From an optimization exercise on the open Yosys and OpenROAD flow, aimed at a short achievable clock period and few clock cycles; shortcuts taken in it are not production practice.
In this exercise RTL edits were held to simulation tests only and were not proved equivalent to the original.
Power figures rest on the tool's default switching activity, not on a simulated workload.

// CombinedCUnDP
module CombinedCUnDP(input [7:0]dataIn, input clock, input reset, input enter,
		  input progWe, input [4:0]progAddr, input [7:0]progData,
		  output [7:0]dataOut, output Halt, output wire [2:0]IR);
	reg [7:0] M [0:31];
	reg [7:0] A;
	reg [4:0] P;
	reg [7:0] i0, i1;
	reg       halt_q;
	reg       primed;	 
	reg       rs;		 
	wire valid = primed | ~rs;
	wire [2:0] op0 = i0[7:5];
	wire [4:0] a0  = i0[4:0];
	wire [2:0] op1 = i1[7:5];
	wire [4:0] a1  = i1[4:0];
	wire [4:0] P1  = P + 5'd1;
	wire [4:0] P2  = P + 5'd2;
	wire [4:0] P3  = P + 5'd3;
	localparam LOAD = 3'd0, STORE = 3'd1, ADD = 3'd2, SUB = 3'd3,
	           IN = 3'd4, JZ = 3'd5, JPOS = 3'd6, HALT = 3'd7;
	wire [7:0] m_a0  = M[a0];
	wire [7:0] m_a0n = M[a0 + 5'd1];
	wire [7:0] m_a1  = M[a1];
	wire [7:0] m_a1n = M[a1 + 5'd1];
	wire [7:0] m_p2  = M[P2];
	wire [7:0] m_p3  = M[P3];
	wire Az = A == 8'd0;
	wire Ap = ~A[7];
	wire c0 = (op0 == JZ & Az) | (op0 == JPOS & Ap);
	wire c1 = (op1 == JZ & Az) | (op1 == JPOS & Ap);
	wire br0 = op0 == JZ | op0 == JPOS;
	wire br1 = op1 == JZ | op1 == JPOS;
	wire rd1 = op1 == LOAD | op1 == ADD | op1 == SUB;
	wire take0 = valid & c0;
	wire stall = valid & (op0 == HALT | (op0 == IN & ~enter));
	wire pairOK =
		(op0 == STORE & a0 != P1 & ((rd1 & a1 != a0) | op1 == STORE | br1)) |
		(br0 & ~c0 & (rd1 | op1 == STORE | br1)) |
		(op0 == LOAD & rd1);
	wire dual  = valid & pairOK;
	wire take1 = dual & c1;
	wire st0 = valid & reset & op0 == STORE;
	wire st1 = dual & reset & op1 == STORE;
	wire f0 = op0 == STORE;
	wire f1 = dual & op1 == STORE;
	function [7:0] fw(input [7:0] w, input [4:0] wa);
		fw = ((f0 & a0 == wa) | (f1 & a1 == wa)) ? A : w;
	endfunction
	reg [7:0] n0, n1;
	reg [4:0] nP;
  ...
Size in the first run: ~3300 cells after synthesis.
Settings: LEC_CHECK=0, CAP_MARGIN=20, CORE_MARGIN=2, CORE_UTILIZATION=40, PLACE_DENSITY=0.6, SLEW_MARGIN=20; clock period 6.5 ns.
run.sh (not shown) runs the stock make flow with config.mk's settings and CLKGATE_MAP_FILE= SYNTH_SCRIPT=/design/flow/synth_recipe.tcl, a recipe that flattens the netlist after the stock synthesis.
The first run never finished: it broke off in global routing (5_1_grt) (GRT-0116).
Testbench counts at the start, summed over its fixed seeds: cycles 24,042.
Edit:
Settings changed: ABC_CLOCK_PERIOD_IN_PS set to 1500, SETUP_SLACK_MARGIN set to 4.0.
The new run never finished: it broke off in global routing (5_1_grt) on GRT-0232.
Synthesized area does not change.
Synthesized cell count does not change.

========
CombinedCUnDP, a different RTL version from the one above (not shown whole).
Size: roughly 1800 cells after synthesis, ~280 flip-flops, about 37 I/O pins.
Design CombinedCUnDP, start of the top module:
module CombinedCUnDP(input [7:0]dataIn, input clock, input reset, input enter,
		  input progWe, input [4:0]progAddr, input [7:0]progData,
		  output [7:0]dataOut, output Halt, output wire [2:0]IR);
clock: 6.5 ns
lec_check: 0
cap_margin: 20
core_margin: 2
core_utilization: 40
place_density: 0.6
slew_margin: 20
Testbench counts at the start, summed over its fixed seeds: cycles 33,193.
Rerun with:
Settings changed: ABC_CLOCK_PERIOD_IN_PS set to 1500, CORE_UTILIZATION 40 to 30, PLACE_DENSITY 0.6 to 0.5, SETUP_SLACK_MARGIN set to 4.0.
Outcome: Utilization decreases by 3.3 points; cell area increases by 24%; setup slack improved by 1.1 ns; wire length increases by 9.9%; register-to-register slack improved by 1.1 ns; worst hold slack improved by 0.041 ns; synthesized area stays the same; clock power increases by about 5%; total power increases by 31%.

re-timing with driven ports:
No port has a modelled driver above. Below, the same layouts with a new extraction and two added sets of constraints.
Step 1 assumes that a clkbuf_16 drives the clock port and a buf_2 every other input.
Step 2, shift: input delay + t, output delay - t, t = (earliest + latest rising clock arrival at the registers) / 2. This alone moves slack from input paths to output paths.
a / b / c = no drivers / after step 1 / after step 2; a / b = the first two.
run	t, ns	setup slack, ns	hold slack, ns	latest minus earliest clock arrival (ns)
the first run of note 2	0.613	1.399 / 1.399 / 1.399	0.661 / 0.661 / 0.661	0.019 / 0.019
the second run of note 2	0.633	2.544 / 2.544 / 2.544	0.703 / 0.703 / 0.703	0.024 / 0.023
After both steps every run listed still meets setup and hold.
